Source: an optimization exercise on an open RTL-to-GDS flow (aim: small area, a short achievable clock period and few clock cycles). Production flows keep margins and buffers that such runs may drop. Where RTL was checked, it was by simulation tests only, not by an equivalence proof against the original. No driver is modelled on the clock port, so clocking that relies on it looks cheaper here than on a real chip.

==> flow/design.v <==
module top_module2 (input [3:0] start_adress, input [7:0] data_in, input clock, input Start, input reset,
  output logic [15:0] out_put_det3, output logic Done, output logic [3:0] adress);
  logic [9:1] ph;              
  logic [3:0] addr;
  logic [7:0] q0, q1, q2;      
  logic [7:0] dr;              
  logic [15:0] x2n, x3;
  wire go = Done & Start;
  wire t4 = ph[4], t5 = ph[5], t6 = ph[6];
  wire t7 = ph[7], t8 = ph[8], t9 = ph[9];
  assign adress = Done ? start_adress : addr;
  always @(posedge clock or posedge reset) begin
    if (reset) begin
      Done <= 1'b1;
      ph   <= '0;
    end else begin
      Done <= Done ? ~Start : ph[9];
      ph   <= {ph[8:1], go};
    end
  end
  wire signed [15:0] s_prod = $signed(q0) * $signed(dr);
  wire [15:0] s_res = (t6 ? x2n : 16'd0) - s_prod;
  wire [15:0] b_m = ({16{t7}} & out_put_det3) | ({16{t8}} & x2n) | ({16{t9}} & x3)
                  | ({16{t4 | t5 | t6}} & {{8{q1[7]}}, q1});
  wire [15:0] b_add = ({16{t5}} & x3) | ({16{t6 | t8 | t9}} & out_put_det3);
  wire signed [15:0] b_prod = $signed(b_m) * $signed(dr);
  wire [15:0] b_res = b_add + b_prod;
  always @(posedge clock) begin
    addr <= go ? start_adress + 4'd1 : addr + 4'd1;
    dr <= data_in;
    q0 <= q1;
    q1 <= q2;
    q2 <= (go | ph[1] | ph[2]) ? data_in : q0;
    if (t4) x2n <= b_res;
    else if (t6) x2n <= s_res;
    if (t4) x3 <= s_res;
    else if (t5) x3 <= b_res;
    if (t5) out_put_det3 <= s_res;
    else if (t6 | t7 | t8 | t9) out_put_det3 <= b_res;
  end
endmodule
clock: 7.0 ns
lec_check: 0
abc_clock_period_in_ps: 3500
cap_margin: 20
core_margin: 2
core_utilization: 40
setup_slack_margin: 3.0
slew_margin: 20
run.sh (not shown) runs the stock make flow with config.mk's settings and CLKGATE_MAP_FILE= SYNTH_SCRIPT=/design/flow/synth_recipe.tcl, a recipe that flattens the netlist after the stock synthesis.
==> next run, changes <==
Settings changed: ABC_CLOCK_PERIOD_IN_PS 3500 to default, SETUP_SLACK_MARGIN 3.0 to default.
Outcome: The changed run finished with timing, DRC and antenna clean; final area came out lower by 5.5%; global-route usage came out higher by 0.36 points; via count came out lower by 1.4%; non-clock buffer count came out lower by 27; critical path depth came out lower by 1; utilization came out lower by 2.6 points; die area is unchanged; setup slack got worse by 0.37 ns; wire length came out lower by 0.54%.
No run of this note included a check of the RTL's function; only the layout flow was run.

== blue ==
top_module2, a different RTL version from the one above (not shown whole).
For scale: about 490 cells after synthesis, about 36 I/O pins, ~5400 um^2 of cells after synthesis.
Settings: LEC_CHECK=0, CAP_MARGIN=20, CORE_MARGIN=2, CORE_UTILIZATION=40, SETUP_SLACK_MARGIN=3.7, SLEW_MARGIN=20; clock period 7.0 ns.
Input-level comparison between orange and blue:
- a change of SETUP_SLACK_MARGIN from 3.7 to 3.2
Results
From blue to orange, synthesized cell count did not move at all. Sort blue and orange by required time at the worst-slack endpoint asc -> top: blue. Looking at number of vias per cell after detailed routing across blue and orange, the one that comes out lower is orange. Routed wire length per instance delta for orange relative to blue: 0.076 um higher. Half-perimeter wire length after detailed placement across blue and orange: no real change. On global-route usage, the lower figure sits with orange, not blue. Summary of orange over blue: number of hold buffers added after cts about even, utilization decreased 3.5 points.
No functional check of the RTL was part of any run of this note.

Setup of P:
Another version of the RTL of top_module2 (not shown whole).
Size in the first run: ~520 cells after synthesis, ~100 flip-flops, about 36 I/O pins.
export LEC_CHECK = 0
export CAP_MARGIN = 20
export CORE_MARGIN = 2
export CORE_UTILIZATION = 40
export CTS_BUF_LIST = sky130_fd_sc_hd__clkbuf_8
export CTS_CLUSTER_DIAMETER = 40
export HOLD_SLACK_MARGIN = 0.15
export SETUP_SLACK_MARGIN = 3.2
export SLEW_MARGIN = 20
create_clock -name core_clock -period 7.0 [get_ports {clock}]
standard.sh (not shown) runs the stock make flow with config.mk's settings and CLKGATE_MAP_FILE= SYNTH_SCRIPT=/design/flow/synth_recipe.tcl, a recipe that flattens the netlist after the stock synthesis.
==> flow/flow/run.sh <==
#!/bin/bash
# The standard layout, with two changes: plain buffers (buf_2) on the ports
# instead of the default port buffer cell (every port still gets its buffer),
# and, after clock tree synthesis, a later clock for the output register
# (flow/skew.tcl), which ends the multiply-accumulate paths between registers.
set -euo pipefail
export BUFFER_PORTS_ARGS="-buffer_cell sky130_fd_sc_hd__buf_2"
bash standard.sh cts > standard_cts.log 2>&1
R=orfs/results/sky130hd/top_module2/base
cp $R/4_cts.odb $R/4_cts_noskew.odb
ODB_IN=$R/4_cts_noskew.odb ODB_OUT=$R/4_cts.odb SKEW_DLY_CELL=sky130_fd_sc_hd__clkdlybuf4s50_1 \
  openroad -no_init -exit flow/skew.tcl > skew.log 2>&1
bash standard.sh > standard.log 2>&1
==> flow/flow/skew.tcl <==
# Delays the clock of the output register (out_put_det3) by a delay buffer and a
# clock buffer inserted after its leaf clock buffer, and upsizes leaf clock buffers
# with many flip-flops. The output register is the
# end of the multiply-accumulate paths between registers; its own paths to the
# output port only lose by this.
read_db $::env(ODB_IN)
set db [ord::get_db]
set block [ord::get_db_block]
set flops {}
foreach inst [$block getInsts] {
  if {[string match {out_put_det3*} [$inst getName]]} { lappend flops $inst }
}
puts "skew: [llength $flops] output register flip-flops"
set src [[[lindex $flops 0] findITerm CLK] getNet]
set n1 [odb::dbNet_create $block skew_net1]
set n2 [odb::dbNet_create $block skew_net2]
$n1 setSigType CLOCK
$n2 setSigType CLOCK
set b1 [odb::dbInst_create $block [$db findMaster $::env(SKEW_DLY_CELL)] skew_dly]
set b2 [odb::dbInst_create $block [$db findMaster sky130_fd_sc_hd__clkbuf_16] skew_buf]
[$b1 findITerm A] connect $src
[$b1 findITerm X] connect $n1
[$b2 findITerm A] connect $n1
[$b2 findITerm X] connect $n2
set sx 0; set sy 0
foreach f $flops {
  set it [$f findITerm CLK]
  $it disconnect
  $it connect $n2
  set bb [$f getBBox]
  set sx [expr {$sx + [$bb xMin]}]; set sy [expr {$sy + [$bb yMin]}]
}
set cx [expr {int($sx / [llength $flops])}]; set cy [expr {int($sy / [llength $flops])}]
$b1 setLocation $cx $cy
$b1 setPlacementStatus PLACED
$b2 setLocation $cx $cy
$b2 setPlacementStatus PLACED
# Clock buffers that drive many flip-flops get the strongest clock buffer, to keep
# the slew at the flip-flop clock pins low.
set big [$db findMaster sky130_fd_sc_hd__clkbuf_16]
foreach inst [$block getInsts] {
  set mname [[$inst getMaster] getName]
  if {![string match {sky130_fd_sc_hd__clkbuf_*} $mname] || $mname eq "sky130_fd_sc_hd__clkbuf_16"} { continue }
  set out [[$inst findITerm X] getNet]
  if {$out eq "NULL"} { continue }
  set sinks 0
  foreach it [$out getITerms] { if {[[$it getMTerm] getName] eq "CLK"} { incr sinks } }
  if {$sinks >= 13} {
    puts "skew: [$inst getName] ($mname) drives $sinks clock pins, now clkbuf_16"
    $inst swapMaster $big
  }
}
global_connect
detailed_placement
check_placement -verbose
write_db $::env(ODB_OUT)
P: all stages complete, timing, DRC and antenna checks passed
Testbench counts of P, summed over its fixed seeds: cycles 17,600.
#### Input delta (Q over P)
Settings: CTS_CLUSTER_DIAMETER: 40 -> unset; CTS_BUF_LIST: sky130_fd_sc_hd__clkbuf_8 -> unset.
-- flow/flow/run.sh --
<<< P, line 9
R=orfs/results/sky130hd/top_module2/base
cp $R/4_cts.odb $R/4_cts_noskew.odb
ODB_IN=$R/4_cts_noskew.odb ODB_OUT=$R/4_cts.odb SKEW_DLY_CELL=sky130_fd_sc_hd__clkdlybuf4s50_1 \
  openroad -no_init -exit flow/skew.tcl > skew.log 2>&1
bash standard.sh > standard.log 2>&1
>>> Q, line 9
R=orfs/results/sky130hd/top_module2/base
cp $R/4_cts.odb $R/4_cts_noskew.odb
ODB_IN=$R/4_cts_noskew.odb ODB_OUT=$R/4_cts.odb SKEW_DLY_CELL=sky130_fd_sc_hd__clkdlybuf4s25_1 \
  openroad -no_init -exit flow/skew.tcl > skew.log 2>&1
bash standard.sh > standard.log 2>&1
==> flow/flow/skew.tcl <==
# Delays the clock of the output register (out_put_det3) by a delay buffer and a
# clock buffer inserted after its leaf clock buffer. The output register is the
# end of the multiply-accumulate paths between registers; its own paths to the
# output port only lose by this.
read_db $::env(ODB_IN)
set db [ord::get_db]
set block [ord::get_db_block]
set flops {}
foreach inst [$block getInsts] {
  if {[string match {out_put_det3*} [$inst getName]]} { lappend flops $inst }
}
puts "skew: [llength $flops] output register flip-flops"
set src [[[lindex $flops 0] findITerm CLK] getNet]
set n1 [odb::dbNet_create $block skew_net1]
set n2 [odb::dbNet_create $block skew_net2]
$n1 setSigType CLOCK
$n2 setSigType CLOCK
set b1 [odb::dbInst_create $block [$db findMaster $::env(SKEW_DLY_CELL)] skew_dly]
set b2 [odb::dbInst_create $block [$db findMaster sky130_fd_sc_hd__clkbuf_16] skew_buf]
[$b1 findITerm A] connect $src
[$b1 findITerm X] connect $n1
[$b2 findITerm A] connect $n1
[$b2 findITerm X] connect $n2
set sx 0; set sy 0
foreach f $flops {
  set it [$f findITerm CLK]
  $it disconnect
  $it connect $n2
  set bb [$f getBBox]
  set sx [expr {$sx + [$bb xMin]}]; set sy [expr {$sy + [$bb yMin]}]
}
set cx [expr {int($sx / [llength $flops])}]; set cy [expr {int($sy / [llength $flops])}]
$b1 setLocation $cx $cy
$b1 setPlacementStatus PLACED
$b2 setLocation $cx $cy
$b2 setPlacementStatus PLACED
global_connect
detailed_placement
check_placement -verbose
write_db $::env(ODB_OUT)
[summary]
Q did not stop at any stage, and its layout met the timing, DRC and antenna checks. Largest stage delay on the critical path: Q vs P up 0.41 ns. On met1 layer wirelength in the final routing, P and Q are basically level. Summary of Q over P: clock period minus final worst setup slack moved up; number of failing setup endpoints in the final timing report essentially unchanged; fraction of area in clock buffers and inverters +1.2 points. P -> Q: number of instances in the synthesized netlist delta 0, exact match. Per the comparison of Q with P, worst hold slack across all endpoints went up, highest attainable clock frequency lower, cell area picked up an extra 1.1%.
Setup changes, Q to R
Settings: setting CTS_BUF_LIST to sky130_fd_sc_hd__clkbuf_8 for the first time; setting CTS_CLUSTER_DIAMETER to 40 for the first time.
-- flow/flow/run.sh --
<<< Q, line 9
R=orfs/results/sky130hd/top_module2/base
cp $R/4_cts.odb $R/4_cts_noskew.odb
ODB_IN=$R/4_cts_noskew.odb ODB_OUT=$R/4_cts.odb SKEW_DLY_CELL=sky130_fd_sc_hd__clkdlybuf4s25_1 \
  openroad -no_init -exit flow/skew.tcl > skew.log 2>&1
bash standard.sh > standard.log 2>&1
>>> R, line 9
R=orfs/results/sky130hd/top_module2/base
cp $R/4_cts.odb $R/4_cts_noskew.odb
ODB_IN=$R/4_cts_noskew.odb ODB_OUT=$R/4_cts.odb SKEW_DLY_CELL=sky130_fd_sc_hd__clkdlybuf4s50_1 \
  openroad -no_init -exit flow/skew.tcl > skew.log 2>&1
bash standard.sh > standard.log 2>&1
==> summary.txt <==
Compared with Q, R shows a post-route clock period utilization that is 1.3 points lower.
In the tables for R and Q, arrival time reported for the critical path endpoint reads higher with Q.
Run comparison: R highest-delay cell along the critical path sky130_fd_sc_hd__a21o_1; Q highest-delay cell along the critical path sky130_fd_sc_hd__fa_1
Wire: R routes less than Q
--- input diff R..S ---
Settings: CTS_CLUSTER_DIAMETER: 40 -> unset.
-- flow/flow/run.sh --
<<< R, line 9
R=orfs/results/sky130hd/top_module2/base
cp $R/4_cts.odb $R/4_cts_noskew.odb
ODB_IN=$R/4_cts_noskew.odb ODB_OUT=$R/4_cts.odb SKEW_DLY_CELL=sky130_fd_sc_hd__clkdlybuf4s50_1 \
  openroad -no_init -exit flow/skew.tcl > skew.log 2>&1
bash standard.sh > standard.log 2>&1
>>> S, line 9
R=orfs/results/sky130hd/top_module2/base
cp $R/4_cts.odb $R/4_cts_noskew.odb
ODB_IN=$R/4_cts_noskew.odb ODB_OUT=$R/4_cts.odb SKEW_DLY_CELL=sky130_fd_sc_hd__clkdlybuf4s25_1 \
  openroad -no_init -exit flow/skew.tcl > skew.log 2>&1
bash standard.sh > standard.log 2>&1
Results
On post-layout instance area, R and S are basically level. [S vs R] maximum fanout along the worst path: higher in S.

[port drivers added, routing unchanged]
The results above use ideal ports. As a check the final layouts listed here were re-extracted and re-timed, cells and wires unchanged.
Step 1: set_driving_cell puts a clkbuf_16 on clock and a buf_2 on each other input, an assumption about the parent block.
Step 2, shift: input delay + t, output delay - t, t = (earliest + latest rising clock arrival at the registers) / 2. This alone moves slack from input paths to output paths.
Slacks: ideal / step 1 / step 2; pairs: ideal / step 1.
run | t, ns | setup slack, ns | hold slack, ns | latest minus earliest clock arrival (ns) | cell pins on the clock port's net
the first run of note 1 | 0.394 | 0.979 / 0.979 / 0.979 | 0.329 / 0.329 / 0.329 | 0.012 / 0.012 | 1
the second run of note 1 | 0.408 | 0.613 / 0.613 / 0.613 | 0.329 / 0.329 / 0.329 | 0.010 / 0.010 | 1
blue | 0.389 | 3.166 / 3.166 / 3.166 | 0.353 / 0.353 / 0.353 | 0.010 / 0.011 | 1
orange | 0.395 | 3.205 / 3.205 / 3.205 | 0.352 / 0.352 / 0.352 | 0.010 / 0.010 | 1
P | 0.770 | 3.786 / 3.765 / 3.765 | 0.107 / 0.107 / 0.107 | 0.726 / 0.726 | 1
Q | 0.635 | 3.693 / 3.693 / 3.693 | 0.304 / 0.304 / 0.304 | 0.512 / 0.511 | 1
R | 0.778 | 3.787 / 3.766 / 3.766 | 0.163 / 0.163 / 0.163 | 0.764 / 0.764 | 1
S | 0.664 | 3.704 / 3.704 / 3.704 | 0.293 / 0.293 / 0.293 | 0.539 / 0.540 | 1
In P, Q, R and S the clock reaches the registers at very different times; t lies between them, and the last value is a rough guide only.
